Background: an optimization exercise with open tools, aiming at small area. Do not read the settings as production practice. Function was checked by simulation only, so behaviour that the tests miss may differ from the original. Power and IR drop assume default switching activity.

===== flow/config.mk =====
export PLATFORM = sky130hd
export DESIGN_NAME = UART_TOP
export DESIGN_NICKNAME = UART_TOP
export VERILOG_FILES = /design/flow/design.v
export SDC_FILE = /design/flow/constraint.sdc
export NUM_CORES = 4
export LEC_CHECK = 0
export CAP_MARGIN = 20
export CORE_MARGIN = 2
export CORE_UTILIZATION = 40
export SLEW_MARGIN = 20

===== flow/constraint.sdc =====
create_clock -name core_clock -period 10.0 [get_ports {clk}]
set_input_delay 2.0000 -clock core_clock [delete_from_list [all_inputs] [get_ports {clk}]]
set_output_delay 2.0000 -clock core_clock [all_outputs]
set_load 0.01 [all_outputs]

===== flow/design.v =====
module FIFO #(parameter MEMROY_SIZE = 16, parameter UNIT_SIZE = 8) (
    input clk, n_rst, push, pop,
    input [UNIT_SIZE - 1:0] data_in,
    output valid, buff_full, 
    output [UNIT_SIZE - 1:0] data_out);
    reg [MEMROY_SIZE-1:0][UNIT_SIZE-1:0] buffer;
    parameter COUNT_SIZE = $clog2(MEMROY_SIZE);
    reg [COUNT_SIZE:0] wr_ptr, re_ptr;
    reg last_comm;
    wire can_push, can_pop;
    always @(posedge clk) begin
        if (~n_rst) begin
            buffer      <= 0;
            wr_ptr      <= 0;
            re_ptr      <= 0;
            last_comm   <= 1'b1;   
        end else begin
            if (can_pop) re_ptr <= (re_ptr < MEMROY_SIZE - 1) ? re_ptr + 1 : 0;  
            if (can_push) begin  
                buffer[wr_ptr] <= data_in;
                wr_ptr <= (wr_ptr < MEMROY_SIZE - 1) ? wr_ptr + 1 : 0;
            end
            last_comm <= (push^pop) ? pop : last_comm;
        end
    end
    assign can_pop      = pop&valid;
    assign can_push     = push&(pop ? can_pop : ~buff_full);
    assign buff_full    = (~|(wr_ptr^re_ptr))&(~last_comm);   
    assign data_out     = buffer[re_ptr];
    assign valid        = ~((~|(wr_ptr^re_ptr))&last_comm);      
endmodule
module UART_RX(
    input clk, sample_tick, n_rst, rx,
    output [7:0] data,
    output data_ready
);
    parameter IDLE = 2'h0, START_BIT = 2'h1, READ_DATA = 2'h2, FINISH = 2'h3;
    reg [7:0] data_in_buff, data_out;
    reg data_ready_reg;
    reg [1:0] state, next_state;
    reg [3:0] bit_avg;
    reg [2:0] bit_count;
    reg [3:0] over_sample_count;
    always @(*) begin 
        case (state)
            IDLE        : next_state = rx                                  ? IDLE      : START_BIT;
            START_BIT   : next_state = &over_sample_count                  ? READ_DATA : START_BIT;
            READ_DATA   : next_state = (&over_sample_count)&&(&bit_count)  ? FINISH    : READ_DATA;
            FINISH      : next_state = (&over_sample_count)                ? IDLE      : FINISH;
            default     : next_state = IDLE;
        endcase 
    end
    always @(posedge clk) begin
        if (~n_rst) data_ready_reg <= 1'b0;
        else        data_ready_reg <= sample_tick && (state == FINISH) && (&over_sample_count);
    end
    always @(posedge clk) begin
        if (~n_rst) begin
            state               <= IDLE;
            bit_avg             <= 4'b0;
            bit_count           <= 3'b0; 
            over_sample_count   <= 4'b0;
            data_out            <= 8'b0;
        end else if (sample_tick) begin
            if (|state) begin  
                if (state == READ_DATA) begin
                    if (&over_sample_count) begin
                        data_in_buff[bit_count] <= bit_avg[3];
                        bit_avg                 <= 4'b0;
                        bit_count               <= bit_count + 3'b1;
                    end else begin
                        bit_avg <= bit_avg + rx;
                    end
                end else if ((state == FINISH)&(&over_sample_count)) begin
                    data_out <= data_in_buff;
                end
                over_sample_count <= over_sample_count + 4'b1;
            end else begin
                bit_count           <= 3'b0; 
                over_sample_count   <= 4'b0;
            end
            state <= next_state;
        end   
    end
    assign data         = data_out;
    assign data_ready   = data_ready_reg;
endmodule
module UART_TX (
    input clk, send_tick, n_rst, send,
    input [7:0] data,
    output tx, busy);
    parameter IDLE = 2'h0, START_BIT = 2'h1, SENDING_DATA = 2'h2, STOP_BIT = 2'h3;
    reg [1:0] state, next_state;
    reg [2:0] count;
    reg start_sending;
    reg [7:0] data_to_send;
    always @(*) begin 
        case (state)
            IDLE            : next_state = start_sending   ? START_BIT : IDLE;
            START_BIT       : next_state =                               SENDING_DATA;
            SENDING_DATA    : next_state = &count          ? STOP_BIT  : SENDING_DATA; 
            STOP_BIT        : next_state =                               IDLE; 
            default         : next_state =                               IDLE;
        endcase   
    end
    always @(posedge clk) begin
        if (~n_rst) begin 
            start_sending   <= 1'b0;
        end else if (state == IDLE) begin
            if (send&(~start_sending)) begin
                data_to_send <= data;
                start_sending <= 1'b1;
            end
        end else start_sending <= 1'b0;
    end
    always @(posedge clk) begin
        if (~n_rst) begin 
            state <= IDLE;
            count <= 3'h0; 
        end else if (send_tick) begin
            if (|state) begin  
                if (state != START_BIT) count <= count + 1;
                else count <= 3'b0;
            end
            state <= next_state;
        end
    end
    assign tx   = (state == IDLE || state == STOP_BIT) ? 1'b1 : ((state == START_BIT) ? 1'b0 : data_to_send[count]) ;
    assign busy = (|state)|start_sending;  
endmodule
module UART_TOP #(
    parameter RX_BUFFER_SIZE = 8,
    parameter TX_BUFFER_SIZE = 8,
    parameter CLK_FRQ        = 27000000,
    parameter UART_BOUAD     = 115200) 
(
    input clk,             
    input n_rst,           
    input rx,              
    input [7:0] data_in,    
    input data_in_sync,    
    input data_out_sync,   
    output tx,             
    output [7:0] data_out,  
    output full_out,       
    output valid_out,      
    output full_in);
    reg                         sample_clk, send_clk;
    parameter                   TO_DIV_BY = CLK_FRQ/(UART_BOUAD*32); 
    reg [$clog2(TO_DIV_BY)-1:0] sample_clk_count;
    reg [3:0]                   send_clk_count;
    wire                        sample_tick, send_tick;
    always @(posedge clk) begin
        if (~n_rst) begin
            sample_clk_count    <= 0;
            sample_clk          <= 0;
            send_clk_count      <= 0;
            send_clk            <= 0;
        end else begin
            sample_clk          <= (sample_clk_count==TO_DIV_BY)                    ? ~sample_clk           : sample_clk;
            sample_clk_count    <= (sample_clk_count>=TO_DIV_BY)                    ? 0                     : sample_clk_count + 1;
            send_clk            <= (sample_clk_count==TO_DIV_BY && &send_clk_count) ? ~send_clk             : send_clk;
            send_clk_count      <= (sample_clk_count==TO_DIV_BY)                    ? send_clk_count + 1    : send_clk_count;
        end
    end
    assign sample_tick = (sample_clk_count==TO_DIV_BY) & ~sample_clk;
    assign send_tick   = (sample_clk_count==TO_DIV_BY && &send_clk_count) & ~send_clk;
    wire data_ready_tx;
    wire [7:0] data_from_rx, data_to_tx;
    wire tx_busy, rx_data_ready;
    reg tx_pop, tx_send, rx_push;
    FIFO #(RX_BUFFER_SIZE, 8) rx_buffer (.clk        (clk),
                                         .n_rst      (n_rst),
                                         .push       (rx_push),
                                         .pop        (data_out_sync),
                                         .data_in    (data_from_rx), 
                                         .data_out   (data_out),
                                         .valid      (valid_out),
                                         .buff_full  (full_out));
    FIFO #(TX_BUFFER_SIZE, 8) tx_buffer (.clk        (clk),
                                         .n_rst      (n_rst),
                                         .push       (data_in_sync), 
                                         .pop        (tx_pop),
                                         .data_in    (data_in), 
                                         .data_out   (data_to_tx),
                                         .valid      (data_ready_tx),
                                         .buff_full  (full_in));
    UART_TX tx_module (.clk         (clk),
                       .send_tick   (send_tick),
                       .n_rst       (n_rst),
                       .send        (tx_send),
                       .data        (data_to_tx),
                       .tx          (tx),
                       .busy        (tx_busy)); 
    UART_RX rx_module (.clk         (clk),
                       .sample_tick (sample_tick),   
                       .n_rst       (n_rst),
                       .rx          (rx),
                       .data        (data_from_rx),
                       .data_ready  (rx_data_ready)); 
    always @(posedge clk) begin  
        if (~n_rst) begin
            tx_send <= 1'b0;
            tx_pop  <= 1'b0;
        end else if (data_ready_tx&&(~tx_busy)&&(~tx_send)) begin
            tx_send <= 1'b1;
            tx_pop  <= 1'b1; 
        end else begin
            tx_send <= 1'b0;
            tx_pop  <= 1'b0;
        end
    end
    always @(posedge clk) begin  
        if (~n_rst) rx_push <= 1'b0;
        else        rx_push <= rx_data_ready;
    end
endmodule

===== flow/run.sh =====
#!/bin/bash
# synth_recipe.tcl (not shown) runs the flow's synth.tcl, then flattens the netlist and writes it again
# the make line also repeats each setting of config.mk as NAME=value (left out here)
make -C /OpenROAD-flow-scripts/flow DESIGN_CONFIG=/design/flow/config.mk WORK_HOME=/design/flow/orfs CLKGATE_MAP_FILE= SYNTH_SCRIPT=/design/flow/synth_recipe.tcl finish

==> notes.md, run 1 <==
The synthesized net count is 965. The violation count after the first detailed-route iteration came out at 328. Yosys attributes the largest share of cell area to sky130_fd_sc_hd__dfxtp_1, sky130_fd_sc_hd__mux2i_1, sky130_fd_sc_hd__mux4_2, sky130_fd_sc_hd__nand2_1, sky130_fd_sc_hd__edfxtp_1. Across the whole layout, storage elements account for approximately 0.0042 mm2.

The post-route total power came out at roughly 1900 uW. The final total negative setup slack came out at 0 ns. The most critical setup path has its endpoint at data_out[0]. TritonCTS built the clock tree. The total count of hold-check failures in the final report came to 0. The launch point of the worst reg-to-reg path is rx_buffer.re_ptr[1]. The flip-flop and latch count after synthesis came out at around 200. The clock slew seen by the registers of the worst setup and hold paths came out at ~0.060 ns. The pin count of the biggest net entering global routing is 73. The detail route stage leaves a number of antenna-violating nets equal to 0. Derived from the worst setup path, the maximum achievable clock frequency is a little over 0.2 GHz. The count of buffers added by post-CTS timing repair for setup is 0. The core occupancy in the finished layout came out at between 40% and 50%.

In this run the static leakage power is between 0.004 and 0.005 uW. The library cells used most frequently in the layout, excluding fill and tap cells, are sky130_fd_sc_hd__dfxtp_1, sky130_fd_sc_hd__nand2_1, sky130_fd_sc_hd__mux2i_1. The biggest fanout along the worst timing path came out at 20. The post-route netlist has about 11% of its cells at a drive strength greater than 1.

For this run, global-route usage on met3 was measured as 2.52%. The half-perimeter wire length of the detailed placement result came out at 12500 um. The number of enable-type register cells in the synthesized netlist is 16. The shortest clock period the worst path allows after layout came out at about 4.9 ns. The routed layout has approximately 6600 vias.

The number of CTS-inserted buffers is 23. The area enclosed by the die boundary is 0.0246 mm2. The die boundary width came out at about 160 um. The initial antenna violation count is 0. The final setup slack of the worst path is 5.10 ns. The capture instance of the worst register-to-register path is rx_buffer.buffer[11].

The critical path data arrival time is just under 3 ns. The hold buffer count at CTS is 0. Setup repair after global routing left no endpoint under its margin.

The tightest slew margin relative to the limit is between 20% and 30%. The peak supply drop came out at around 0.00013 V. The number of antenna diodes in the final layout is 0. The net count of the finished layout is a little under 1000.

The initial core utilization is 41.0%. STA classifies the critical path endpoint as a primary output. The later pin in the worst-skew pair is clocked with a latency of between 0.5 and 0.6 ns. The clock passes through at most 3 buffers. In this run, distinct cell masters in the synthesized netlist total 64. The worst setup path is launched from a register. The post-synthesis async set-or-reset flop share came out at 0%.

Compared with the post-synthesis result, the final layout area differs by 13.0%. The run finished with no timing, DRC or antenna violations. The total DRC errors in the routed layout came out at 0.

The slew at the pin with the worst max-slew slack is roughly 1.1 ns. The met2 global-route usage came out at ~28%. In this run the most critical hold path is launched from rx_module.data_ready_reg. The length of the first detailed-routing pass in iterations came out at 5. The fraction of the yosys area taken by sequential cells is 44.8%. The worst setup path startpoint is rx_buffer.re_ptr[1]. Using the TritonRoute via totals, the vias-per-cell ratio works out to 5.21. After global routing the overflow that remains totals 0. The worst-case clock skew came out at approximately 0.013 ns.

The die is between 150 and 200 um tall. The worst register-to-register path has a depth of 5. In the synthesized netlist the dominant register cell turns out to be sky130_fd_sc_hd__dfxtp_1. The worst hold slack across all endpoints is approximately 0.43 ns. The min-delay analysis places its worst path in the category register to register. The number of sinks driven by the clock tree is 201. The count of pins on the block boundary came out at 25. The layer flagged by global routing as most heavily used is met2. The via count of the first global-routing pass came out at roughly 6300.

The number of inserted filler cells in the final layout is between 2000 and 2500. The share of the clock period used by the worst path after layout is about half. The cell sitting at the root of the clock tree is a sky130_fd_sc_hd__clkbuf_16.

A synthesized cell averages 10.1 um2. The max-capacitance violation count came out at 0. The overall global routing resource usage came out at between 10% and 20%. The routed length per placed instance is about 15 um. For met1 alone, demand over resource in global routing was roughly a fifth.

The post-placement worst setup slack came out at roughly 5.6 ns. The post-synthesis cell area came out at between 0.009 and 0.01 mm2. The cell count after synthesis came out at just over 900. The core area came out at roughly 0.023 mm2. The largest registers in the layout are rx_buffer.buffer x64, tx_buffer.buffer x64. Gates resized during post-CTS repair numbered 0. The required time at the endpoint of the critical path is about 8 ns. Setup violations remaining at the end of the flow were counted as 0. The power density relative to cell area came out at around 180 mW/mm2. The site row count came out at 55.

The number of levels in the clock H-tree came out at 1. The global-route wire length before repair came out at approximately 33000 um. The number of warning messages in the yosys log is 4. The max-slew violation count came out at 0.

Of the post-synthesis cell area, the dominant cell type holds between 30% and 40%. The number of port buffers came out at 24. Leaving out fill and tap cells, the most frequent cell in the layout is sky130_fd_sc_hd__dfxtp_1. sky130_fd_sc_hd__dfxtp_1 takes more of the synthesized area than any other cell. The congestion estimate from routability-driven global placement came to between 0.8 and 0.9. The classification of the worst setup path is register to primary output.

The slack of the worst reg-to-reg path is 7.33 ns. The total length of routed wires came out at around 19000 um. The area occupied by multi-input gates came out at 0.00486 mm2.
[metrics by stage]
step,instance area [um2],instances
3_3_place_gp,9790,1218
4_1_cts,10500,1260
3_5_place_dp,9790,1218
2_1_floorplan,9340,926
6_report,10600,1260
5_1_grt,10600,1260
[layer usage]
layer	part of all wire (%)	vias up	wire length, um
met5	0	-	0
met4	1.7	0	325
li1	-	3313	-
met1	46	3119	8950
met3	3.6	27	694
met2	48	100	9350
[worst min path at each step]
stage	endpoint	slack, ns	cells past startpoint
2_1_floorplan	rx_push	0.41	1
3_3_place_gp	rx_push	0.41	1
3_5_place_dp	rx_push	0.42	1
4_1_cts	rx_push	0.43	1
5_1_grt	tx_buffer.buffer[34]	0.47	2
6_report	rx_push	0.43	1
[worst max-delay path: stages (launching register included)]
cell                              delay [ns]
sky130_fd_sc_hd__dfxtp_1                1.03
sky130_fd_sc_hd__mux4_2                 0.60
sky130_fd_sc_hd__mux2i_1                0.19
sky130_fd_sc_hd__nor2_1                 0.06
sky130_fd_sc_hd__clkdlybuf4s50_1        0.50
[power by group]
part / switching, uW / internal [uW] / leakage [uW] / total [uW]
sequential: 27.3 / 838 / 0.00164 / 865
combinational: 137 / 98.7 / 0.00200 / 236
clock: 338 / 489 / 0.000371 / 827
total: 503 / 1430 / 0.00401 / 1930
[layout make-up]
cell class	count	share of cell area (%)
clock buffer	31	6.21
clock inverter	11	0.925
inverter	21	0.747
sequential	201	39.7
multi-input combinational	653	46.1
tap	313	3.71
timing repair buffer	30	2.68
[synth_stat cells, drive strengths merged, types with 4 or more instances]
library cell  count
a21oi            24
nand3            37
edfxtp           16
nor2             59
or3               4
buf              22
and3              4
xor2              6
a32o              4
mux4             34
clkbuf           29
nand3b            5
nor4              8
nor3             10
nand4            12
o21ai            38
a31oi             5
o22ai            12
nand2           172
xnor2            11
mux2i           127
a22o             11
nand2b            6
ha               26
dfxtp           185
inv              21
[cells by family after synthesis]
kind of cell / Yosys count / synth area share, %
muxes: 163 / 22.0
buffers and inverters: 72 / 3.23
xor gates and xnor gates: 17 / 1.59
DFF: 201 / 44.8
AOI/OAI and AO/OA: 106 / 7.03
and+or+nand+nor: 340 / 17.7
adders and majority gates: 27 / 3.59
==> inputs of run 2 (changes only) <==
==> flow/design.v (replaced) <==
module FIFO #(parameter MEMROY_SIZE = 8, parameter UNIT_SIZE = 8) (
    input clk, n_rst, push, pop,
    input [UNIT_SIZE - 1:0] data_in,
    output valid, buff_full,
    output [UNIT_SIZE - 1:0] data_out);
    reg [UNIT_SIZE-1:0] mem [0:7];
    reg [3:0] cm;
    wire can_pop, can_push;
    integer i;
    assign valid     = ~cm[3];
    assign buff_full = ~cm[3] & (&cm[2:0]);
    assign can_pop   = pop & valid;
    assign can_push  = push & (pop ? valid : ~buff_full);
    assign data_out  = mem[cm[2:0]];
    always @(posedge clk) begin
        if (can_push) begin
            mem[0] <= data_in;
            for (i = 1; i < 8; i = i + 1) mem[i] <= mem[i-1];
        end
    end
    always @(posedge clk) begin
        if (~n_rst)                    cm <= 4'b1111;
        else if (can_push & ~can_pop)  cm <= cm + 4'd1;
        else if (can_pop & ~can_push)  cm <= cm - 4'd1;
    end
endmodule
module UART_RX(
    input clk, sample_tick, push_slot, n_rst, rx,
    output [7:0] data,
    output push
);
    localparam [7:0] IDLE = 8'hB0;
    reg [7:0] r;
    reg [7:0] buff;
    reg [3:0] avg;
    wire [3:0] ph   = r[7:4];
    wire       last = &r[3:0];
    wire       idle = ph[3] & ph[1];
    always @(posedge clk) begin
        if (~n_rst)           r <= IDLE;
        else if (sample_tick) r <= idle ? (rx ? IDLE : 8'h00) : r + 8'd1;
    end
    always @(posedge clk) begin
        if (sample_tick) avg <= last ? 4'd0 : avg + {3'd0, rx};
    end
    always @(posedge clk) begin
        if (sample_tick & last & ~(ph[3] & ph[0])) buff <= {avg[3], buff[7:1]};
    end
    assign data = buff;
    assign push = push_slot & idle & ~ph[0];
endmodule
module UART_TX (
    input clk, send_tick, n_rst, valid,
    input [7:0] data,
    output tx, pop);
    localparam [3:0] IDLE = 4'd4, POP = 4'd5, WAIT = 4'd6, START = 4'd7, STOP = 4'd0;
    reg [3:0] s;
    reg [7:0] d;
    always @(posedge clk) begin
        if (~n_rst) s <= IDLE;
        else case (s)
            IDLE:    if (valid) s <= POP;
            POP:     s <= WAIT;
            STOP:    if (send_tick) s <= IDLE;
            default: if (send_tick) s <= s + 4'd1;
        endcase
    end
    always @(posedge clk) begin
        if (s == POP) d <= data;
    end
    assign pop = (s == POP);
    assign tx  = s[3] ? d[s[2:0]] : (s != START);
endmodule
module UART_TOP #(
    parameter RX_BUFFER_SIZE = 8,
    parameter TX_BUFFER_SIZE = 8,
    parameter CLK_FRQ        = 27000000,
    parameter UART_BOUAD     = 115200)
(
    input clk,
    input n_rst,
    input rx,
    input [7:0] data_in,
    input data_in_sync,
    input data_out_sync,
    output tx,
    output [7:0] data_out,
    output full_out,
    output valid_out,
    output full_in);
    reg [7:0] c;
    always @(posedge clk) begin
        if (~n_rst) c <= 8'd0;
        else        c <= c + 8'd1;
    end
    wire sample_tick = (c[3:0] == 4'd7);
    wire send_tick   = (c == 8'h7f);
    wire push_slot   = (c[3:0] == 4'd9);
    wire [7:0] data_from_rx, data_to_tx;
    wire rx_push, tx_pop, tx_valid;
    FIFO #(RX_BUFFER_SIZE, 8) rx_buffer (.clk(clk), .n_rst(n_rst),
        .push(rx_push), .pop(data_out_sync), .data_in(data_from_rx),
        .data_out(data_out), .valid(valid_out), .buff_full(full_out));
    FIFO #(TX_BUFFER_SIZE, 8) tx_buffer (.clk(clk), .n_rst(n_rst),
        .push(data_in_sync), .pop(tx_pop), .data_in(data_in),
        .data_out(data_to_tx), .valid(tx_valid), .buff_full(full_in));
    UART_TX tx_module (.clk(clk), .send_tick(send_tick), .n_rst(n_rst),
        .valid(tx_valid), .data(data_to_tx), .tx(tx), .pop(tx_pop));
    UART_RX rx_module (.clk(clk), .sample_tick(sample_tick), .push_slot(push_slot),
        .n_rst(n_rst), .rx(rx), .data(data_from_rx), .push(rx_push));
endmodule
==> notes.md, run 2 <==
The flow ran to the end and the layout has no timing, DRC or antenna violations. The post-route total power came out at 2090 uW (+8.4%). The count of placed standard cells including taps is 748 (-39%). The library cell used most frequently in the layout, excluding fill and tap cells, is sky130_fd_sc_hd__edfxtp_1. The combined buffer and inverter count along the critical path came to 1 (unchanged). The synthesized net count is 547 (-43%). The shortest clock period the worst path allows after layout is 4.88 ns (-0.0209 ns). The final total negative setup slack is 0 ns (unchanged). The number of distinct standard cells referenced by the synthesized netlist is 59 (-7.8%).

The hold path startpoint is rx_module.buff[0]. The total count of hold-check failures in the final report came out at 0 (unchanged). The critical path is of the register to primary output type. The commonest cells after synthesis are sky130_fd_sc_hd__edfxtp_1, sky130_fd_sc_hd__nand2_1, sky130_fd_sc_hd__dfxtp_1, sky130_fd_sc_hd__nor2_1, sky130_fd_sc_hd__mux2i_1.

The number of nets in the finished design came out at 567 (-41%). The average instance area after synthesis came out at 14.4 um2 (+42%). The number of enable-type register cells in the synthesized netlist came out at 148 (+132).

The fraction of the yosys area taken by sequential cells was 67.3% (+22 points). The violation count after the first detailed-route iteration came out at 274 (-16%). The core area came out at 0.0181 mm2 (-21%). The biggest area contributor in the post-synthesis netlist is sky130_fd_sc_hd__edfxtp_1. The number of inserted filler cells in the final layout is 1550 (-27%).

The area taken by flip-flops and latches came to 0.00500 mm2 (+20%). Setup repair after global routing left no endpoint under its margin. The standard cell area after detailed placement is 0.00788 mm2 (-20%). The count of buffers added by post-CTS timing repair for setup is 0 (unchanged). The flip-flop and latch count after synthesis came out at 176 (-12%). The biggest fanout along the worst timing path is 24 (+20%). The count of pins on the block boundary came out at 25 (unchanged). The die extent in y is 140 um (-10%). STA classifies the critical path startpoint as a register. The half-perimeter wire length of the detailed placement result came out at 7950 um (-37%). On the critical path, the stage with the largest delay is an instance of sky130_fd_sc_hd__dfxtp_1. The number of non-filler instances in the completed layout came out at 780 (-38%).

The pin count of the biggest net entering global routing came out at 66 (-9.6%). The post-synthesis async set-or-reset flop share came to 0% (unchanged). The number of port buffers came to 24 (unchanged).

The initial core utilization is 41.1% (+0.12 points). The largest registers in the layout are rx_buffer.mem x64, tx_buffer.mem x64. The tightest slew margin relative to the limit is 29.5% (+1.5 points). The hold buffer count at CTS is 0 (unchanged).

The max-capacitance violation count was 0 (unchanged). The number of warning messages in the yosys log came out at 5 (+1). The overall overflow remaining after global route is 0 (unchanged). The via density per instance came to 5.43 (+4.3%).

The most common flop cell mapped by yosys is sky130_fd_sc_hd__edfxtp_1. The overall global routing resource usage was 13.7% (-2.5 points). Yosys attributes the largest share of cell area to sky130_fd_sc_hd__edfxtp_1, sky130_fd_sc_hd__dfxtp_1, sky130_fd_sc_hd__mux4_2, sky130_fd_sc_hd__mux2i_1, sky130_fd_sc_hd__ha_1. The total length of routed wires came out at 13000 um (-33%). Broken down by cell family, the worst path's largest delay share belongs to flip-flops. The post-synthesis cell area came out at 0.00744 mm2 (-20%). The share of the synthesized area in the top cell type came out at 59.7% (+20 points). The number of levels in the clock H-tree is 4 (+3). The post-synthesis instance total was 518 (-44%). The power density relative to cell area came out at 247 mW/mm2 (+35%).

The worst-case clock skew came out at 0.0172 ns (+0.00473 ns). The source-to-sink clock delay at the later pin of the worst-skew pair is 0.43 ns (-0.08 ns). The total DRC errors in the routed layout is 0 (unchanged).

The via count was 4236 (-35%). The critical path goes through nand2_1, a211oi_1, o32ai_1, mux2i_1, clkdlybuf4s50_1. sky130_fd_sc_hd__edfxtp_1 is the most common cell in the netlist. The final setup violation count is 0 (unchanged). The length of the first detailed-routing pass in iterations came to 5 (unchanged). The global placement routability congestion came to 0.749 (-6.6%).

The share of the clock period used by the worst path after layout was 48.8% (-0.21 points). The number of buffers on the longest clock path is 2 (-1). The worst hold slack across all endpoints came out at 0.427 ns (-0.00407 ns). The initial antenna violation count is 0 (unchanged). The signed area change from the synthesized netlist to the final layout came out at 13.8%. The max-slew violation count was 0 (unchanged). The peak supply drop came out at 0.000235 V (+76%). The fraction of final layout cells with drive strength greater than 1 is 12.3% (+0.94 points). The cell sitting at the root of the clock tree is a sky130_fd_sc_hd__clkbuf_16. The remaining antenna violation count after routing is 0 (unchanged). The highest achievable clock rate came out at 0.205 GHz (+0.43%). The routed length per placed instance came to 16.6 um (+8.3%). The area enclosed by the die boundary came out at 0.0197 mm2 (-20%). The global-route wire length before repair is 21400 um (-34%). The endpoint of the worst hold path is rx_buffer.mem[0][0]. The cell depth of the worst min-delay path is 0 (-1).

The via count of the first global-routing pass is 4258 (-33%). The area occupied by multi-input gates came out at 0.00222 mm2 (-54%). The count of instances resized after the clock tree is built is 0 (unchanged). The area of all placed cells without fillers is 0.00846 mm2 (-20%). The worst setup path is captured at a primary output. The site row count is 49 (-11%).

The worst register-to-register path ends at tx_buffer.cm[3]. The required time at the endpoint of the critical path is 8.00 ns (about the same). The total inserted antenna cells came out at 0 (unchanged). The critical path data arrival time is 2.88 ns (-0.02 ns). TritonCTS built the clock tree. The length in cells of the worst reg-to-reg path is 13 (+8). The die boundary width was 140 um (-10%).

The kind of path behind the tightest hold check is register to register. The clock slew seen by the registers of the worst setup and hold paths is 0.07 ns (about the same). The number of CTS-inserted buffers is 17 (-26%). The launch point of the worst reg-to-reg path is tx_module.s[0].

The slack of the worst reg-to-reg path is 6.25 ns (-1.08 ns). Leaving out fill and tap cells, the most frequent cells in the layout are sky130_fd_sc_hd__edfxtp_1, sky130_fd_sc_hd__nand2_1, sky130_fd_sc_hd__dfxtp_1. The biggest cell delay along the critical path is 1.02 ns (about the same). The slew at the pin with the worst max-slew slack is 1.06 ns (-0.0224 ns).

The leakage power is 0.00298 uW (-26%). The number of sinks driven by the clock tree is 176 (-12%).
run 2: report_power, final:
group          switching (uW)  leakage [uW]  internal, uW
clock                     302      0.000290           356
sequential               52.1       0.00160           947
combinational             257       0.00109           175
run 2: layout make-up:
cell class                 count  share of cell area (%)
clock inverter                15                    1.89
inverter                      17                   0.813
timing repair buffer          32                    3.55
sequential                   176                    59.1
multi-input combinational    294                    26.2
clock buffer                  17                    5.03
tap                          229                    3.39
run 2: worst max path at each step:
| stage | cells past startpoint | startpoint | endpoint |
|---|---|---|---|
| floorplan | 9 | data_out_sync | rx_buffer.cm[3] |
| global placement | 11 | data_out_sync | rx_buffer.cm[3] |
| detailed placement | 11 | data_out_sync | rx_buffer.cm[3] |
| CTS | 5 | rx_buffer.cm[0] | data_out[6] |
| global route | 5 | rx_buffer.cm[0] | data_out[6] |
| finish | 5 | rx_buffer.cm[0] | data_out[6] |
run 2: worst register-to-register path, stage by stage (launching register included):
cell and delay [ns]:
sky130_fd_sc_hd__dfxtp_1 0.53, sky130_fd_sc_hd__ha_1 0.28, sky130_fd_sc_hd__nand3b_1 0.12, sky130_fd_sc_hd__or2_2 0.31, sky130_fd_sc_hd__o21ai_0 0.09, sky130_fd_sc_hd__and2_2 0.16, sky130_fd_sc_hd__buf_4 0.61, sky130_fd_sc_hd__ha_1 0.30
sky130_fd_sc_hd__inv_1 0.10, sky130_fd_sc_hd__ha_1 0.33, sky130_fd_sc_hd__a21oi_1 0.20, sky130_fd_sc_hd__a211oi_1 0.10, sky130_fd_sc_hd__a31oi_1 0.17, sky130_fd_sc_hd__mux2_2 0.35
run 2: cells by family after synthesis:
kind of cell	share of synthesized area [%]
AND/OR/NAND/NOR	9.23
multiplexers	6.80
XOR/XNOR	1.06
AO/OA/AOI/OAI	9.62
adder cells (fa/ha/maj)	2.89
flip-flops	67.3
buffers and inverters	3.11
run 2: stage by stage:
stage	util, %	setup slack, ns
after floorplan	-	1.21
after global placement	43.5	4.96
after detailed placement	43.5	4.85
after CTS	46.8	5.04
after global routing	46.8	4.89
final	46.8	5.12
run 2: per-layer routing:
| metal | global-route usage (%) | wire, um |
|---|---|---|
| met3 | 3.86 | 476 |
| met2 | 21.2 | 5950 |
| met4 | 5.37 | 157 |
| met5 | 0 | 0 |
| met1 | 18.5 | 6370 |
==> inputs of run 3 (changes only) <==
--- a/flow/config.mk
+++ b/flow/config.mk
@@ -7,5 +7,7 @@
 export LEC_CHECK = 0
 export CAP_MARGIN = 20
 export CORE_MARGIN = 2
-export CORE_UTILIZATION = 40
+export CORE_UTILIZATION = 65
+export CTS_BUF_LIST = sky130_fd_sc_hd__clkbuf_8
+export CTS_CLUSTER_SIZE = 30
 export SLEW_MARGIN = 20
==> notes.md, run 3 <==
The via count of the first global-routing pass is 4200 (-1.4%). The average instance area after synthesis came out at 14.4 um2 (unchanged). The violation count after the first detailed-route iteration came to 458 (+67%).

The biggest cell delay along the critical path is 0.99 ns (-0.03 ns). The top cell types in the final layout, fill and taps aside, are sky130_fd_sc_hd__edfxtp_1, sky130_fd_sc_hd__nand2_1, sky130_fd_sc_hd__dfxtp_1. The tightest slew margin relative to the limit came to 32.6% (+3.0 points). The largest total area in the synthesized netlist belongs to sky130_fd_sc_hd__edfxtp_1. The number of distinct standard cells referenced by the synthesized netlist came out at 59 (unchanged). The source-to-sink clock delay at the later pin of the worst-skew pair is 0.46 ns (+0.03 ns). STA classifies the critical path startpoint as a register. The critical path data arrival time is 2.90 ns (+0.02 ns). The combined buffer and inverter count along the critical path was 2 (+1).

The initial core utilization is 66.0% (+25 points). The most used standard cell by instance count after synthesis is sky130_fd_sc_hd__edfxtp_1. The overall overflow remaining after global route came to 0 (unchanged). The max-slew violation count was 0 (unchanged). The capturing element type of the critical path is a primary output. The most common flop cell mapped by yosys is sky130_fd_sc_hd__edfxtp_1. The required time at the endpoint of the critical path came out at 8.00 ns (about the same). The count of instances resized after the clock tree is built came out at 0 (unchanged). The worst-case clock skew came out at 0.0161 ns (-0.00114 ns). The total length of routed wires was 12500 um (-3.3%).

The power density relative to cell area came out at 237 mW/mm2 (-4.1%). The setup path with the least slack is of type register to primary output. The number of levels in the clock H-tree is 4 (unchanged).

The number of port buffers was 24 (unchanged). The leakage power is 0.00289 uW (-3.1%). The synthesized net count came out at 547 (unchanged). The shortest clock period the worst path allows after layout was 4.90 ns (+0.0252 ns). The half-perimeter wire length of the detailed placement result was 7710 um (-3.0%). The most common cell after layout, fill and taps aside is sky130_fd_sc_hd__edfxtp_1. The number of sinks driven by the clock tree is 176 (unchanged).

The post-synthesis instance total was 518 (unchanged). The number of CTS-inserted buffers is 17 (unchanged). The flip-flop and latch count after synthesis is 176 (unchanged).

The total count of hold-check failures in the final report came out at 0 (unchanged). The kind of path behind the tightest hold check is register to register. The final total negative setup slack is 0 ns (unchanged). The number of buffers on the longest clock path came out at 2 (unchanged). The signed area change from the synthesized netlist to the final layout is 9.59%. The clock slew seen by the registers of the worst setup and hold paths was 0.08 ns (about the same). The overall global routing resource usage was 21.7% (+7.9 points).

The length of the first detailed-routing pass in iterations came out at 6 (+1). The total DRC errors in the routed layout is 0 (unchanged). The final setup violation count came out at 0 (unchanged). The share of the synthesized area in the top cell type came out at 59.7% (unchanged). The global placement routability congestion is 0.804 (+7.3%). The run finished with no timing, DRC or antenna violations. The max-capacitance violation count came out at 0 (unchanged). By area the synthesized netlist is led by sky130_fd_sc_hd__edfxtp_1, sky130_fd_sc_hd__dfxtp_1, sky130_fd_sc_hd__mux4_2, sky130_fd_sc_hd__mux2i_1, sky130_fd_sc_hd__ha_1.

The root buffer cell chosen for the clock tree is sky130_fd_sc_hd__clkbuf_8. The number of nets in the finished design was 564 (-0.53%). The hold buffer count at CTS is 0 (unchanged). The die boundary width was 111 um (-21%). The count of pins on the block boundary came out at 25 (unchanged). The largest registers in the layout are rx_buffer.mem x64, tx_buffer.mem x64. The routed length per placed instance came to 18.1 um (+9.1%). The core area came out at 0.0113 mm2 (-38%). The via count came out at 4257 (+0.50%). The number of warning messages in the yosys log is 5 (unchanged). The number of inserted filler cells in the final layout came out at 738 (-52%). The pin count of the biggest net entering global routing came to 66 (unchanged). The global-route wire length before repair came out at 20700 um (-3.1%). The cell with the biggest individual delay on the critical path is sky130_fd_sc_hd__dfxtp_1. The share of the clock period used by the worst path after layout came out at 49.0% (+0.25 points). The slew at the pin with the worst max-slew slack is 1.01 ns (-0.0453 ns). The site row count came out at 39 (-20%). TritonCTS built the clock tree. The biggest fanout along the worst timing path is 24 (unchanged). The fraction of the yosys area taken by sequential cells came to 67.3% (unchanged). The initial antenna violation count is 0 (unchanged).

The total inserted antenna cells came to 0 (unchanged). The area enclosed by the die boundary is 0.0123 mm2 (-37%). The post-synthesis async set-or-reset flop share came out at 0% (unchanged). The peak supply drop is 0.000184 V (-22%). The core occupancy in the finished layout came out at 72.3% (+26 points).

The die extent in y is 111 um (-21%). The count of buffers added by post-CTS timing repair for setup came out at 0 (unchanged). The fraction of final layout cells with drive strength greater than 1 is 11.1% (-1.2 points).

The via density per instance is 6.16 (+13%). The critical path goes through inv_1, nor3_1, clkdlybuf4s50_1. The number of enable-type register cells in the synthesized netlist was 148 (unchanged).

The cell family contributing the most delay on the critical path is buffers and inverters. Setup repair after global routing left no endpoint under its margin. The post-synthesis cell area came out at 0.00744 mm2 (unchanged). The highest achievable clock rate came out at 0.204 GHz (-0.51%). By count the netlist is led by sky130_fd_sc_hd__edfxtp_1, sky130_fd_sc_hd__nand2_1, sky130_fd_sc_hd__dfxtp_1, sky130_fd_sc_hd__nor2_1, sky130_fd_sc_hd__mux2i_1. The remaining antenna violation count after routing came out at 0 (unchanged).
[run 3: cell counts after synthesis]
Identical to the previous run, type by type.
[run 3: report_power, final]
part | leakage [uW] | internal [uW] | total (uW) | switching (uW)
Combinational | 0.00107 | 171 | 411 | 239
Clock | 0.000212 | 266 | 506 | 239
Sequential | 0.00160 | 947 | 1010 | 67.0
Total | 0.00289 | 1380 | 1930 | 546
[run 3: kinds of logic after synthesis]
kind of cell,after synthesis,share of synthesized area [%]
muxes,38,6.80
and+or+nand+nor,132,9.23
buffers and inverters,48,3.11
xor gates and xnor gates,9,1.06
DFF,176,67.3
adders and majority gates,16,2.89
AOI/OAI and AO/OA,99,9.62
[run 3: through the flow]
step	power (uW)	area, um2	hold slack, ns	setup WS [ns]	instances
after floorplan	1330	7440	0.400	1.21	518
after global placement	1430	7750	0.408	4.98	659
after detailed placement	1440	7750	0.410	4.89	659
after CTS	1950	8160	0.439	5.02	691
after global routing	2030	8150	0.451	4.85	691
final	1930	8150	0.432	5.10	691
[run 3: final cells by class]
class	count	area, um2	area share [%]
Timing Repair Buffer	29	273	3.35
Clock inverter	15	175	2.15
Inverter	17	68.8	0.844
Sequential cell	176	5010	61.4
Multi-Input combinational cell	294	2220	27.2
Clock buffer	17	234	2.87
Tap cell	143	179	2.19
[run 3: layer usage]
layer  part of all wire [%]  vias up  track usage, %
met5                      0        -               0
met4                    1.5        0            8.25
li1                       -     2012               -
met3                    4.5       17            5.69
met2                     48      110            33.8
met1                     46     2118            29.7
[run 3: worst paths after layout]
kind / from / endpoint / slack, ns / depth (start not counted)
worst max-delay path: tx_buffer.cm[1] / full_in / 5.10 / 3
worst max register to register: tx_buffer.cm[1] / tx_buffer.cm[3] / 6.30 / 11
worst min register to register: rx_module.buff[0] / rx_buffer.mem[0][0] / 0.43 / 0
worst min-delay path: rx_module.buff[0] / rx_buffer.mem[0][0] / 0.43 / 0
==> inputs of run 4 (changes only) <==
==> flow/flow/run.sh (new file) <==
#!/bin/bash
set -e
export CTS_ARGS="-sink_clustering_enable -repair_clock_nets -dont_use_dummy_load -buf_list sky130_fd_sc_hd__clkbuf_8 -sink_clustering_size 30"
export BUFFER_PORTS_ARGS="-buffer_cell sky130_fd_sc_hd__buf_1"
bash standard.sh > standard.log 2>&1
==> flow/standard.sh (new file) <==
#!/bin/bash
# synth_recipe.tcl (not shown) runs the flow's synth.tcl, then flattens the netlist and writes it again
# the make line also repeats each setting of config.mk as NAME=value (left out here)
make -C /OpenROAD-flow-scripts/flow DESIGN_CONFIG=/design/flow/config.mk WORK_HOME=/design/flow/orfs CLKGATE_MAP_FILE= SYNTH_SCRIPT=/design/flow/synth_recipe.tcl "${@:-finish}"
--- a/flow/config.mk
+++ b/flow/config.mk
@@ -8,6 +8,4 @@
 export CAP_MARGIN = 20
 export CORE_MARGIN = 2
 export CORE_UTILIZATION = 65
-export CTS_BUF_LIST = sky130_fd_sc_hd__clkbuf_8
-export CTS_CLUSTER_SIZE = 30
 export SLEW_MARGIN = 20
removed: flow/run.sh
==> notes.md, run 4 <==
The flow ran to the end and the layout has no timing, DRC or antenna violations. The site row count came to 39 (unchanged). The global placement routability congestion came out at 0.808 (+0.42%). The pin count of the biggest net entering global routing is 66 (unchanged). The highest achievable clock rate is 0.233 GHz (+14%). The net switching share of the total power is 29.0% (+0.73 points).

The slowest stage of the critical path is the sky130_fd_sc_hd__buf_4 cell. TritonCTS built the clock tree. The remaining antenna violation count after routing is 0 (unchanged). The routed length per placed instance was 17.8 um (-1.6%). For this run, the leading register cell type out of synthesis is sky130_fd_sc_hd__edfxtp_1. The slew at the pin with the worst max-slew slack is 0.817 ns (-0.193 ns). The total count of hold-check failures in the final report was 0 (unchanged). Sorting the synthesized cells by how often they occur yields sky130_fd_sc_hd__edfxtp_1, sky130_fd_sc_hd__nand2_1, sky130_fd_sc_hd__dfxtp_1, sky130_fd_sc_hd__nor2_1, sky130_fd_sc_hd__mux2i_1. The sequential cell fraction of total power is 56.0% (+3.5 points). The area enclosed by the die boundary is 0.0123 mm2 (unchanged).

The area growth from synthesis to layout is 5.58%. The total inserted antenna cells came out at 0 (unchanged). The final total negative setup slack came out at 0 ns (unchanged). The total length of routed wires is 12100 um (-3.3%). The post-synthesis cell area is 0.00744 mm2 (unchanged). The cell sitting at the root of the clock tree is a sky130_fd_sc_hd__clkbuf_8. The count of pins on the block boundary came to 25 (unchanged).

The internal power of the cells came to 1270 uW (-8.5%). The switching power summed over all nets is 517 uW (-5.2%). The fraction of the yosys area taken by sequential cells is 67.3% (unchanged). The half-perimeter wire length of the detailed placement result came out at 7520 um (-2.5%). The max-capacitance violation count came out at 0 (unchanged). The via density per instance is 6.08 (-1.3%). The largest registers in the layout are rx_buffer.mem x64, tx_buffer.mem x64.

The number of port buffers was 24 (unchanged). The via count of the first global-routing pass is 4076 (-3.0%). The worst-case clock skew came out at 0.0197 ns (+0.00358 ns). The hold buffer count at CTS is 0 (unchanged). The number of distinct standard cells referenced by the synthesized netlist came out at 59 (unchanged). The worst hold slack across all endpoints is 0.435 ns (+0.00263 ns). The leakage power came out at 0.00274 uW (-4.9%). The global-route wire length before repair came out at 20200 um (-2.6%). Setup repair after global routing left no endpoint under its margin.

The critical path goes through buf_1, nor3_1, a211oi_4, buf_4, ha_1, inv_1, ha_1, a21oi_1, a211oi_1, a31oi_1, mux2_2. The tightest slew margin relative to the limit is 45.5% (+13 points). Summed over all instances, the cell type with the most area after synthesis is sky130_fd_sc_hd__edfxtp_1. The die extent in y is 111 um (unchanged). The number of enable-type register cells in the synthesized netlist came to 148 (unchanged). The final setup violation count came to 0 (unchanged). The classification of the worst setup path is input pin to register. The most numerous cell type found on the critical path is sky130_fd_sc_hd__ha_1. The number of inserted filler cells in the final layout was 785 (+6.4%). The length of the first detailed-routing pass in iterations came out at 4 (-2). The library cell used most frequently in the layout, excluding fill and tap cells, is sky130_fd_sc_hd__edfxtp_1. The area occupied by multi-input gates is 0.00222 mm2 (unchanged). The die boundary width is 111 um (unchanged).

The number of buffers on the longest clock path came out at 2 (unchanged). STA classifies the critical path endpoint as a register. In the layout the commonest cells are sky130_fd_sc_hd__edfxtp_1, sky130_fd_sc_hd__nand2_1, sky130_fd_sc_hd__dfxtp_1. The initial antenna violation count is 0 (unchanged). The via count came out at 4129 (-3.0%). sky130_fd_sc_hd__edfxtp_1 is the most common cell in the netlist. The initial core utilization is 66.0% (unchanged). The relative contribution of combinational cells to total power is 23.9% (+2.6 points). The source-to-sink clock delay at the later pin of the worst-skew pair is 0.44 ns (-0.02 ns). The post-synthesis instance total came to 518 (unchanged). The peak supply drop is 0.000157 V (-15%). The slack of the worst reg-to-reg path came out at 6.57 ns (+0.27 ns).

The number of warning messages in the yosys log is 5 (unchanged). The critical path data arrival time came out at 4.63 ns (+1.73 ns). The biggest cell delay along the critical path is 0.66 ns (-0.33 ns). The area taken by flip-flops and latches is 0.00501 mm2 (unchanged).

The overall global routing resource usage is 20.9% (-0.79 points). The synthesized net count is 547 (unchanged). After synthesis, the cell types taking the most area are sky130_fd_sc_hd__edfxtp_1, sky130_fd_sc_hd__dfxtp_1, sky130_fd_sc_hd__mux4_2, sky130_fd_sc_hd__mux2i_1, sky130_fd_sc_hd__ha_1. The number of sinks driven by the clock tree was 176 (unchanged). The number of levels in the clock H-tree came out at 4 (unchanged). The combined buffer and inverter count along the critical path came out at 3 (+1). The share of the synthesized area in the top cell type was 59.7% (unchanged).

The kind of launch point of the worst setup path is an input pin. The number of nets in the finished design is 567 (+0.53%). The biggest fanout along the worst timing path is 65 (+170%). The average instance area after synthesis came to 14.4 um2 (unchanged). The number of CTS-inserted buffers was 17 (unchanged). The clock slew seen by the registers of the worst setup and hold paths is 0.08 ns (about the same). The violation count after the first detailed-route iteration is 368 (-20%). The share of the clock period used by the worst path after layout is 43.0% (-6.0 points). In this design, the largest share of critical-path delay is due to buffers and inverters. The clock share of power came out at 20.0% (-6.2 points). The overall overflow remaining after global route is 0 (unchanged).

The core area is 0.0113 mm2 (unchanged). The shortest clock period the worst path allows after layout came out at 4.30 ns (-0.603 ns). The count of buffers added by post-CTS timing repair for setup came out at 0 (unchanged). The flip-flop and latch count after synthesis was 176 (unchanged).

The power density relative to cell area came out at 227 mW/mm2 (-4.1%). The total DRC errors in the routed layout came out at 0 (unchanged). The tightest min-delay check is of the register to register type.

The count of instances resized after the clock tree is built came out at 0 (unchanged). The required time at the endpoint of the critical path was 10.33 ns (+2.33 ns). The post-synthesis async set-or-reset flop share came to 0% (unchanged). The max-slew violation count is 0 (unchanged). The fraction of final layout cells with drive strength greater than 1 came to 10.1% (-1.1 points).
run 4: cell counts after synthesis:
Identical to the previous run, type by type.
run 4: layout make-up:
cell class	instances	share of cell area [%]
clock buffers	17	2.98
inverters	17	0.876
multi-input cells	294	28.2
flip-flops and latches	176	63.7
well taps	143	2.28
repair buffers	32	1.91
run 4: power groups by stage:
stage	registers (uW)	logic, uW	clock network, uW
floorplan	1000	332	0
global placement	1010	418	0
detailed placement	1010	427	0
CTS	999	430	368
global route	1010	478	394
finish	999	427	357
run 4: cell families after synthesis:
group | Yosys count | share of synthesized area, %
AND/OR/NAND/NOR | 132 | 9.23
XOR/XNOR | 9 | 1.06
multiplexers | 38 | 6.80
AO/OA/AOI/OAI | 99 | 9.62
adder cells (fa/ha/maj) | 16 | 2.89
flip-flops | 176 | 67.3
buffers and inverters | 48 | 3.11
run 4: worst paths after layout:
path / startpoint / to / cells past startpoint
min reg2reg: rx_buffer.mem[6][5] / rx_buffer.mem[7][5] / 0
min: rx_buffer.mem[6][5] / rx_buffer.mem[7][5] / 0
max: data_out_sync / rx_buffer.cm[3] / 11
max reg2reg: c[3] / rx_buffer.cm[3] / 11
run 4: routing by layer:
metal | vias up | global-route usage, % | routed length [um] | share of wire (%)
met5 | - | 0 | 0 | 0
met4 | 0 | 5.50 | 75 | 0.62
met3 | 5 | 6.12 | 455 | 3.8
met2 | 74 | 32.3 | 5760 | 48
met1 | 2047 | 29.6 | 5820 | 48
li1 | 2003 | - | - | -
run 4: worst register-to-register path, delay by kind of cell, from the launching register on:
family | cells | cell delay, ns
buf+inv | 2 | 0.76
fa+ha+maj | 2 | 0.63
simple gates | 2 | 0.42
compound gates | 4 | 0.70
mux | 1 | 0.35
flops | 1 | 0.50
run 4: metrics by stage:
| stage | cell area [um2] | cells | util (%) | total power [uW] | setup WS (ns) |
|---|---|---|---|---|---|
| final | 7850 | 679 | 69.7 | 1780 | 5.70 |
| after global placement | 7620 | 662 | 67.6 | 1430 | 5.35 |
| after detailed placement | 7620 | 662 | 67.6 | 1440 | 5.21 |
| after floorplan | 7440 | 518 | - | 1330 | 1.21 |
| after global routing | 7850 | 679 | 69.7 | 1880 | 5.55 |
| after CTS | 7850 | 679 | 69.7 | 1800 | 5.49 |
==> inputs of run 5 (changes only) <==
==> flow/flow/run.sh (replaced) <==
#!/bin/bash
# Layout flow: the standard flow (standard.sh) with
#  - synthesis re-run with flow/synth.tcl (Yosys's default ABC mapping,
#    no adder cell mapping); the registers are checked to be the same
#    instances and cell types as the standard synthesis gives, else the
#    standard synthesis is used;
#  - port buffers of the smallest buffer cell;
#  - clock tree without dummy loads, one clock buffer type.
set -euo pipefail
HERE=$PWD
RES=$HERE/orfs/results/sky130hd/UART_TOP/base

regs() { grep -oE '^\s*sky130_fd_sc_hd__(e?df|sdf|dl)[a-z0-9_]*\s+\S+' "$1" | sed 's/^\s*//' | sort; }

# 1. the standard synthesis, kept for the register check
bash standard.sh synth > log_synth_standard.txt 2>&1
cp $RES/1_2_yosys.v standard_1_2_yosys.v
regs standard_1_2_yosys.v > regs_standard.txt

# 2. own synthesis
sed -e "s#SYNTH_SCRIPT=[^ ]*#SYNTH_SCRIPT=$HERE/flow/synth.tcl ADDER_MAP_FILE=#" standard.sh > own.sh
rm -f $RES/1_2_yosys.v $RES/1_2_yosys.sdc $RES/1_synth.odb $RES/1_synth.sdc
if bash own.sh synth > log_synth_own.txt 2>&1 && [ -f $RES/1_2_yosys.v ]; then
  regs $RES/1_2_yosys.v > regs_own.txt
  if ! cmp -s regs_standard.txt regs_own.txt; then
    echo "registers differ from the standard synthesis; using it" | tee -a log_synth_own.txt
    rm -f $RES/1_2_yosys.v $RES/1_2_yosys.sdc $RES/1_synth.odb $RES/1_synth.sdc
    cp standard.sh own.sh
    bash own.sh synth >> log_synth_own.txt 2>&1
  fi
else
  echo "own synthesis failed; using the standard one" | tee -a log_synth_own.txt
  rm -f $RES/1_2_yosys.v $RES/1_2_yosys.sdc $RES/1_synth.odb $RES/1_synth.sdc
  cp standard.sh own.sh
  bash own.sh synth >> log_synth_own.txt 2>&1
fi

# 3. the rest of the standard flow
export CTS_ARGS="-sink_clustering_enable -repair_clock_nets -dont_use_dummy_load -buf_list sky130_fd_sc_hd__clkbuf_8"
export BUFFER_PORTS_ARGS="-buffer_cell sky130_fd_sc_hd__buf_1"
bash own.sh finish > log_finish.txt 2>&1
==> flow/flow/synth.tcl (new file) <==
# The standard flow's synthesis script (synth_recipe.tcl) with one change: ABC maps the
# logic with Yosys's default liberty script instead of the ORFS script.
# Same liberty, same dont_use list, same register mapping and names.
proc synth {args} { yosys synth -nofsm -noshare {*}$args }
proc abc {args} {
  set keep {}
  set skip 0
  foreach a $args {
    if { $skip } { set skip 0; continue }
    if { $a in {-script -constr -D} } { set skip 1; continue }
    lappend keep $a
  }
  yosys abc {*}$keep
}
source $::env(SCRIPTS_DIR)/synth.tcl
# left out here: clear keep_hierarchy, flatten, clean up, hide names made inside functions, write 1_2_yosys.v
==> notes.md, run 5 <==
The critical path data arrival time was 2.27 ns (-2.36 ns). The count of pins on the block boundary came out at 25 (unchanged). The biggest fanout along the worst timing path was 12 (-82%). From synthesis to final layout, the design area changed by 8.77%. The number of sinks driven by the clock tree is 176 (unchanged). The classification of the worst setup path is register to primary output. The flip-flop and latch count after synthesis is 176 (unchanged). The total inserted antenna cells is 0 (unchanged). The length in cells of the worst reg-to-reg path is 4 (-7). The source-to-sink clock delay at the later pin of the worst-skew pair came out at 0.46 ns (+0.02 ns). The required time at the endpoint of the critical path came to 8.00 ns (-2.33 ns).

The global-route wire length before repair was 18200 um (-10%). The run finished with no timing, DRC or antenna violations. The via count is 3812 (-7.7%).

The tightest slew margin relative to the limit is 27.5% (-18 points). The area enclosed by the die boundary is 0.0108 mm2 (-12%). The fraction of the yosys area taken by sequential cells is 76.8% (+9.5 points).

The post-synthesis instance total came out at 407 (-21%). The remaining antenna violation count after routing came out at 0 (unchanged). In the final layout, the registers with the most flip-flops are rx_buffer.mem x64, tx_buffer.mem x64. The final setup violation count is 0 (unchanged).

The post-route total power is 1680 uW (-6.0%). The share of the synthesized area in the top cell type was 68.2% (+8.5 points). The power density relative to cell area is 237 mW/mm2 (+4.2%). The overall global routing resource usage came to 22.4% (+1.6 points). The max-capacitance violation count is 0 (unchanged). The slack of the worst reg-to-reg path is 7.25 ns (+0.68 ns).

The number of warning messages in the yosys log came to 5 (unchanged). The pin count of the biggest net entering global routing was 65 (-1.5%). The average instance area after synthesis came out at 16.0 um2 (+11%).

The count of instances resized after the clock tree is built is 0 (unchanged). The shortest clock period the worst path allows after layout is 4.27 ns (-0.0302 ns). Setup repair after global routing left no endpoint under its margin. The via density per instance is 6.47 (+6.4%). The number of nets in the finished design is 471 (-17%).

In this run the worst setup path begins at rx_buffer.cm[1]. The largest total area in the synthesized netlist belongs to sky130_fd_sc_hd__edfxtp_1. The share of the clock period used by the worst path after layout is 42.7% (-0.30 points). The number of port buffers is 24 (unchanged). The global placement routability congestion came out at 0.770 (-4.7%).

The count of buffers added by post-CTS timing repair for setup is 0 (unchanged). By instance count, the leading cell after synthesis is sky130_fd_sc_hd__edfxtp_1. The number of buffers on the longest clock path is 2 (unchanged). The total count of hold-check failures in the final report came out at 0 (unchanged).

The highest achievable clock rate came to 0.234 GHz (+0.71%). The worst-case clock skew came to 0.0375 ns (+0.0179 ns). The launch point of the worst reg-to-reg path is c[0]. The cell depth of the worst min-delay path was 0 (unchanged). The initial antenna violation count is 0 (unchanged). STA classifies the critical path startpoint as a register. The violation count after the first detailed-route iteration came to 386 (+4.9%). The endpoint of the worst hold path is rx_buffer.mem[1][4].

TritonCTS built the clock tree. The max-slew violation count is 0 (unchanged). The initial core utilization came out at 66.7% (+0.68 points). The cell sitting at the root of the clock tree is a sky130_fd_sc_hd__clkbuf_8. The capturing element type of the critical path is a primary output. The post-synthesis cell area came to 0.00652 mm2 (-12%). The synthesized net count came out at 420 (-23%). The total DRC errors in the routed layout came out at 0 (unchanged). The number of CTS-inserted buffers came to 17 (unchanged). The via count of the first global-routing pass is 3584 (-12%). The post-placement worst setup slack is 6.00 ns (+0.789 ns).

The die boundary width is 104 um (-6.2%). The overall overflow remaining after global route came out at 0 (unchanged). The peak supply drop is 0.000167 V (+6.1%). The final setup slack of the worst path came out at 5.73 ns (+0.0302 ns). The slew at the pin with the worst max-slew slack came out at 1.08 ns (+0.261 ns).

The clock slew seen by the registers of the worst setup and hold paths came out at 0.10 ns (+0.02 ns). The number of enable-type register cells in the synthesized netlist came out at 148 (unchanged). The library cell used most frequently in the layout, excluding fill and tap cells, is sky130_fd_sc_hd__edfxtp_1. The fraction of final layout cells with drive strength greater than 1 is 6.14% (-3.9 points). The number of distinct standard cells referenced by the synthesized netlist came out at 40 (-32%). The core occupancy in the finished layout was 72.5% (+2.8 points). The post-synthesis async set-or-reset flop share was 0% (unchanged).

Leaving out fill and tap cells, the most frequent cells in the layout are sky130_fd_sc_hd__edfxtp_1, sky130_fd_sc_hd__dfxtp_1, sky130_fd_sc_hd__a222oi_1. The routed length per placed instance came out at 19.8 um (+11%). The worst hold path begins at rx_buffer.mem[0][4]. The hold buffer count at CTS was 0 (unchanged). The number of levels in the clock H-tree is 4 (unchanged). The half-perimeter wire length of the detailed placement result is 7210 um (-4.1%). The length of the first detailed-routing pass in iterations came out at 5 (+1). The leakage power is 0.00226 uW (-18%). The die extent in y came out at 104 um (-6.2%). Ranked by total cell area, the synthesized netlist is headed by sky130_fd_sc_hd__edfxtp_1, sky130_fd_sc_hd__dfxtp_1, sky130_fd_sc_hd__a222oi_1, sky130_fd_sc_hd__a22oi_1, sky130_fd_sc_hd__a21oi_1. The core area came to 0.00977 mm2 (-13%). The worst hold slack across all endpoints came out at 0.435 ns (-0.000359 ns). The site row count is 36 (-7.7%). The most common flop cell mapped by yosys is sky130_fd_sc_hd__edfxtp_1.

The final total negative setup slack came out at 0 ns (unchanged). The total length of routed wires is 11600 um (-3.9%). By count the netlist is led by sky130_fd_sc_hd__edfxtp_1, sky130_fd_sc_hd__dfxtp_1, sky130_fd_sc_hd__a222oi_1, sky130_fd_sc_hd__a22oi_1.

The path class of the tightest hold or removal check is register to register. The worst register-to-register path ends at rx_buffer.mem[1][3].
[run 5: changes by cell type after synthesis, sizes merged, moves of 9 or more]
cell    before  now
inv         16    0
nand2       38   19
ha          14    0
mux2        10    0
a222oi       0   27
mux2i       19    1
mux4         9    0
a21boi       9    0
clkbuf       9    0
nor2b       15    2
a22oi        9   22
buf         22    0
[run 5: cell type report]
type | count | area, um2
inverters | 4 | 15.0
fillers | 646 | 2690
repair buffers | 32 | 150
clock buffers | 17 | 234
well taps | 133 | 166
flip-flops and latches | 176 | 5000
multi-input cells | 227 | 1520
[run 5: per-stage QoR]
| stage | area (um2) | cells |
|---|---|---|
| floorplan | 6520 | 407 |
| global placement | 6850 | 572 |
| detailed placement | 6850 | 572 |
| CTS | 7090 | 589 |
| global route | 7090 | 589 |
| finish | 7090 | 589 |
[run 5: routing by layer]
layer / vias to the layer above / GRT usage, % / routed length [um]
met5: - / 0 / 0
li1: 1795 / - / -
met4: 0 / 9.46 / 145
met3: 12 / 6.52 / 844
met1: 1871 / 33.1 / 5430
met2: 134 / 31.7 / 5220
[run 5: cell families (layout without fill, tap and decap cells)]
family,after synthesis,count (layout),share of synthesized area (%)
simple gates,108,108,9.14
mux,1,1,0.154
buf+inv,4,53,0.230
flops,176,176,76.8
xor+xnor,11,11,1.48
fa+ha+maj,3,3,0.461
compound gates,104,104,11.7
[run 5: power breakdown]
part	switching (uW)	leakage [uW]	internal [uW]	total (uW)
clock network	206	0.000122	150	356
logic	164	0.000540	98.3	263
registers	86.6	0.00160	972	1060
total	456	0.00226	1220	1680
[run 5: worst max path at each step]
stage,to,slack [ns],depth (start not counted)
4_1_cts,data_out[1],5.71,4
6_report,data_out[6],5.73,4
2_1_floorplan,rx_buffer.mem[0][0],2.62,2
3_3_place_gp,rx_buffer.mem[3][3],6.08,4
3_5_place_dp,rx_buffer.mem[4][3],6.00,4
5_1_grt,data_out[6],5.51,4
[run 5: worst max-delay path, cell delays in order, from the launching register on]
cell	delay, ns
sky130_fd_sc_hd__dfxtp_1	0.42
sky130_fd_sc_hd__nor3_1	0.92
sky130_fd_sc_hd__a222oi_1	0.20
sky130_fd_sc_hd__nand3_1	0.14
sky130_fd_sc_hd__buf_1	0.16
==> inputs of run 6 (changes only) <==
--- a/flow/design.v
+++ b/flow/design.v
@@ -5,11 +5,10 @@
     output [UNIT_SIZE - 1:0] data_out);
     reg [UNIT_SIZE-1:0] mem [0:7];
     reg [3:0] cm;
-    wire can_pop, can_push;
+    wire can_push;
     integer i;
     assign valid     = ~cm[3];
     assign buff_full = ~cm[3] & (&cm[2:0]);
-    assign can_pop   = pop & valid;
     assign can_push  = push & (pop ? valid : ~buff_full);
     assign data_out  = mem[cm[2:0]];
     always @(posedge clk) begin
@@ -18,10 +17,16 @@
             for (i = 1; i < 8; i = i + 1) mem[i] <= mem[i-1];
         end
     end
+    wire inc = push & ~pop & ~buff_full;
+    wire dec = pop & ~push & valid;
+    wire [3:0] t;
+    assign t[0] = inc | dec;
+    assign t[1] = inc & cm[0] | dec & ~cm[0];
+    assign t[2] = inc & (&cm[1:0]) | dec & ~(|cm[1:0]);
+    assign t[3] = inc & (&cm[2:0]) | dec & ~(|cm[2:0]);
     always @(posedge clk) begin
-        if (~n_rst)                    cm <= 4'b1111;
-        else if (can_push & ~can_pop)  cm <= cm + 4'd1;
-        else if (can_pop & ~can_push)  cm <= cm - 4'd1;
+        if (~n_rst) cm <= 4'b1111;
+        else        cm <= cm ^ t;
     end
 endmodule
 module UART_RX(
@@ -53,17 +58,14 @@
     input clk, send_tick, n_rst, valid,
     input [7:0] data,
     output tx, pop);
-    localparam [3:0] IDLE = 4'd4, POP = 4'd5, WAIT = 4'd6, START = 4'd7, STOP = 4'd0;
+    localparam [3:0] IDLE = 4'd0, POP = 4'd1, WAIT = 4'd2, START = 4'd3, STOP = 4'd4;
     reg [3:0] s;
     reg [7:0] d;
     always @(posedge clk) begin
-        if (~n_rst) s <= IDLE;
-        else case (s)
-            IDLE:    if (valid) s <= POP;
-            POP:     s <= WAIT;
-            STOP:    if (send_tick) s <= IDLE;
-            default: if (send_tick) s <= s + 4'd1;
-        endcase
+        if (~n_rst)              s <= IDLE;
+        else if (s == IDLE)      begin if (valid) s <= POP; end
+        else if (s == POP)       s <= WAIT;
+        else if (send_tick)      s <= (s == START) ? 4'd8 : (s == 4'd15) ? STOP : (s == STOP) ? IDLE : s + 4'd1;
     end
     always @(posedge clk) begin
         if (s == POP) d <= data;
==> flow/flow/abc.script (new file) <==
strash; &get -n; &fraig -x; &put; scorr; dc2; dretime; strash; &get -n; &dch -f; &nf -R 1000; &put; strash; &get -n; &dch -f; &nf -R 1000; &put; strash; &get -n; &dch -f; &nf -R 1000; &put
--- a/flow/flow/synth.tcl
+++ b/flow/flow/synth.tcl
@@ -1,6 +1,8 @@
 # The standard flow's synthesis script (synth_recipe.tcl) with one change: ABC maps the
-# logic with Yosys's default liberty script instead of the ORFS script.
+# logic with flow/abc.script (Yosys's default liberty mapping, repeated)
+# instead of the ORFS script.
 # Same liberty, same dont_use list, same register mapping and names.
+set ::own_flow_dir [file dirname [file normalize [info script]]]
 proc synth {args} { yosys synth -nofsm -noshare {*}$args }
 proc abc {args} {
   set keep {}
@@ -10,6 +12,7 @@
     if { $a in {-script -constr -D} } { set skip 1; continue }
     lappend keep $a
   }
+  lappend keep -script $::own_flow_dir/abc.script
   yosys abc {*}$keep
 }
 source $::env(SCRIPTS_DIR)/synth.tcl
==> notes.md, run 6 <==
The flow ran to the end and the layout has no timing, DRC or antenna violations. The capturing element type of the critical path is a primary output. The area occupied by multi-input gates came out at 0.00141 mm2 (-7.1%). The clock tree root driver cell is sky130_fd_sc_hd__clkbuf_8.

The number of port buffers is 24 (unchanged). The site row count came out at 36 (unchanged). The fraction of final layout cells with drive strength greater than 1 was 6.13% (-0.013 points). The tightest slew margin relative to the limit came out at 40.9% (+13 points). The average instance area after synthesis was 15.7 um2 (-1.8%). The met2 global-route usage is 35.3% (+3.6 points). The signed area change from the synthesized netlist to the final layout is 8.87% (about the same). The standard cell area after detailed placement is 0.00675 mm2 (-1.6%). The slew at the pin with the worst max-slew slack came out at 0.884 ns (-0.194 ns). The required time at the endpoint of the critical path is 8.00 ns (about the same).

The area enclosed by the die boundary is 0.0107 mm2 (-1.5%). The total inserted antenna cells was 0 (unchanged). The highest achievable clock rate was 0.242 GHz (+3.4%). The worst setup path is launched from a register.

The post-synthesis instance total was 408 (+0.25%). The tightest min-delay check is of the register to register type. In the final layout, the registers with the most flip-flops are rx_buffer.mem x64, tx_buffer.mem x64.

The post-synthesis cell area came out at 0.00641 mm2 (-1.6%). In the layout the commonest cells are sky130_fd_sc_hd__edfxtp_1, sky130_fd_sc_hd__dfxtp_1, sky130_fd_sc_hd__a21oi_1. The worst-case clock skew came out at 0.0152 ns (-0.0223 ns). The final setup violation count came out at 0 (unchanged). After synthesis, the cell types taking the most area are sky130_fd_sc_hd__edfxtp_1, sky130_fd_sc_hd__dfxtp_1, sky130_fd_sc_hd__a22oi_1, sky130_fd_sc_hd__a222oi_1, sky130_fd_sc_hd__a21oi_1. The total length of routed wires is 11300 um (-2.7%). The overall global routing resource usage came out at 23.0% (+0.57 points). The clock share of power is 23.1% (+1.9 points). Counting instances in the post-synthesis netlist gives the leading cell types as sky130_fd_sc_hd__edfxtp_1, sky130_fd_sc_hd__dfxtp_1, sky130_fd_sc_hd__a21oi_1, sky130_fd_sc_hd__a22oi_1, sky130_fd_sc_hd__nand2_1. The cell depth of the worst min-delay path is 0 (unchanged). The depth of the critical timing path with buffers and inverters included came out at 5 (+1). The overall overflow remaining after global route is 0 (unchanged). The post-synthesis async set-or-reset flop share is 0% (unchanged). The half-perimeter wire length of the detailed placement result is 7170 um (-0.56%). The via count of the first global-routing pass is 3632 (+1.3%). The number of levels in the clock H-tree came out at 4 (unchanged). The clock slew seen by the registers of the worst setup and hold paths is 0.08 ns (-0.02 ns). The net switching share of the total power is 25.3% (-1.9 points).

The via count is 3748 (-1.7%). The met3 track demand over resource in global routing is 6.38% (-0.13 points). The number of enable-type register cells in the synthesized netlist is 148 (unchanged).

The max-slew violation count came out at 0 (unchanged). The core area was 0.00968 mm2 (-0.92%). The fraction of the yosys area taken by sequential cells is 78.0% (+1.2 points).

The share of the synthesized area in the top cell type came out at 69.3% (+1.1 points). The violation count after the first detailed-route iteration is 323 (-16%). The biggest cell delay along the critical path is 0.56 ns (-0.36 ns). The count of buffers added by post-CTS timing repair for setup is 0 (unchanged).

The shortest clock period the worst path allows after layout is 4.13 ns (-0.140 ns). The biggest fanout along the worst timing path came out at 12 (unchanged). The most common cell after layout, fill and taps aside is sky130_fd_sc_hd__edfxtp_1. The via density per instance came out at 6.35 (-1.8%). The sequential cell fraction of total power is 65.0% (+1.9 points). The count of pins on the block boundary was 25 (unchanged). The source-to-sink clock delay at the later pin of the worst-skew pair is 0.44 ns (-0.02 ns). The power density relative to cell area came out at 221 mW/mm2 (-6.7%).

The total count of hold-check failures in the final report is 0 (unchanged). Among all flip-flop cells after synthesis, the most frequent one is sky130_fd_sc_hd__edfxtp_1. The flip-flop and latch count after synthesis is 176 (unchanged). The global-route wire length before repair is 18100 um (-0.80%).

The relative contribution of combinational cells to total power came out at 11.9% (-3.8 points). The area taken by flip-flops and latches is 0.00500 mm2 (unchanged). The die boundary width was 103 um (-0.75%). The die extent in y came out at 103 um (-0.75%). The initial antenna violation count came out at 0 (unchanged).

The total DRC errors in the routed layout is 0 (unchanged). The peak supply drop is 0.000193 V (+16%). Setup repair after global routing left no endpoint under its margin. The hold buffer count at CTS was 0 (unchanged). Walking the worst path, the cells encountered are nand2_1, nor2_1, a222oi_1, nand3_1, buf_1.
-- run 6: cell count changes after synthesis, sizes merged, moves of 4 or more --
cell and change:
a222oi -13, nand2 +4, xor2 -7, a22o +9
a221oi +6, nor3 +6, a21oi +7
-- run 6: layout make-up --
type / count / share of cell area (%)
inverters: 5 / 0.269
clock buffers: 17 / 3.35
flip-flops and latches: 176 / 71.7
multi-input cells: 227 / 20.2
well taps: 133 / 2.38
repair buffers: 32 / 2.15
-- run 6: final timing paths --
kind,from,end,slack (ns)
worst max register to register,c[0],rx_module.buff[4],7.41
worst min-delay path,rx_module.buff[0],rx_buffer.mem[0][0],0.44
worst min register to register,rx_module.buff[0],rx_buffer.mem[0][0],0.44
worst max-delay path,rx_buffer.cm[0],data_out[4],5.87
-- run 6: cells by family after synthesis --
family          count (synthesis)  synth area share [%]
flops                         176                  78.0
simple gates                  113                  9.17
compound gates                112                  12.2
buf+inv                         5                 0.293
xor+xnor                        2                 0.273
-- run 6: per-layer routing --
| layer | part of all wire [%] | vias to the layer above |
|---|---|---|
| met4 | 1.8 | 0 |
| met2 | 48 | 126 |
| met1 | 44 | 1830 |
| met5 | 0 | - |
| met3 | 5.8 | 22 |
| li1 | - | 1770 |
-- run 6: stage by stage --
stage	power, uW	hold WS, ns	cells	setup slack, ns	utilization (%)
global route	1620	0.448	590	5.72	72.1
floorplan	1130	0.400	408	2.87	-
CTS	1550	0.438	590	5.88	72.1
finish	1540	0.438	590	5.87	72.1
detailed placement	1200	0.405	573	6.32	69.7
global placement	1190	0.406	573	6.35	69.7
-- run 6: power by group through the flow --
stage | Clock, uW | Sequential (uW) | Combinational [uW]
6_report | 356 | 1000 | 184
5_1_grt | 395 | 1010 | 208
3_5_place_dp | 0 | 1010 | 186
4_1_cts | 365 | 1000 | 185
3_3_place_gp | 0 | 1010 | 179
2_1_floorplan | 0 | 996 | 134

Setup slack of run 6, layout unchanged: 5.870 ns with ideal ports, 5.839 ns with driving cells assumed (clock clkbuf_16, inputs buf_2), 6.299 ns with port delays also shifted by the 0.460 ns mid clock arrival.
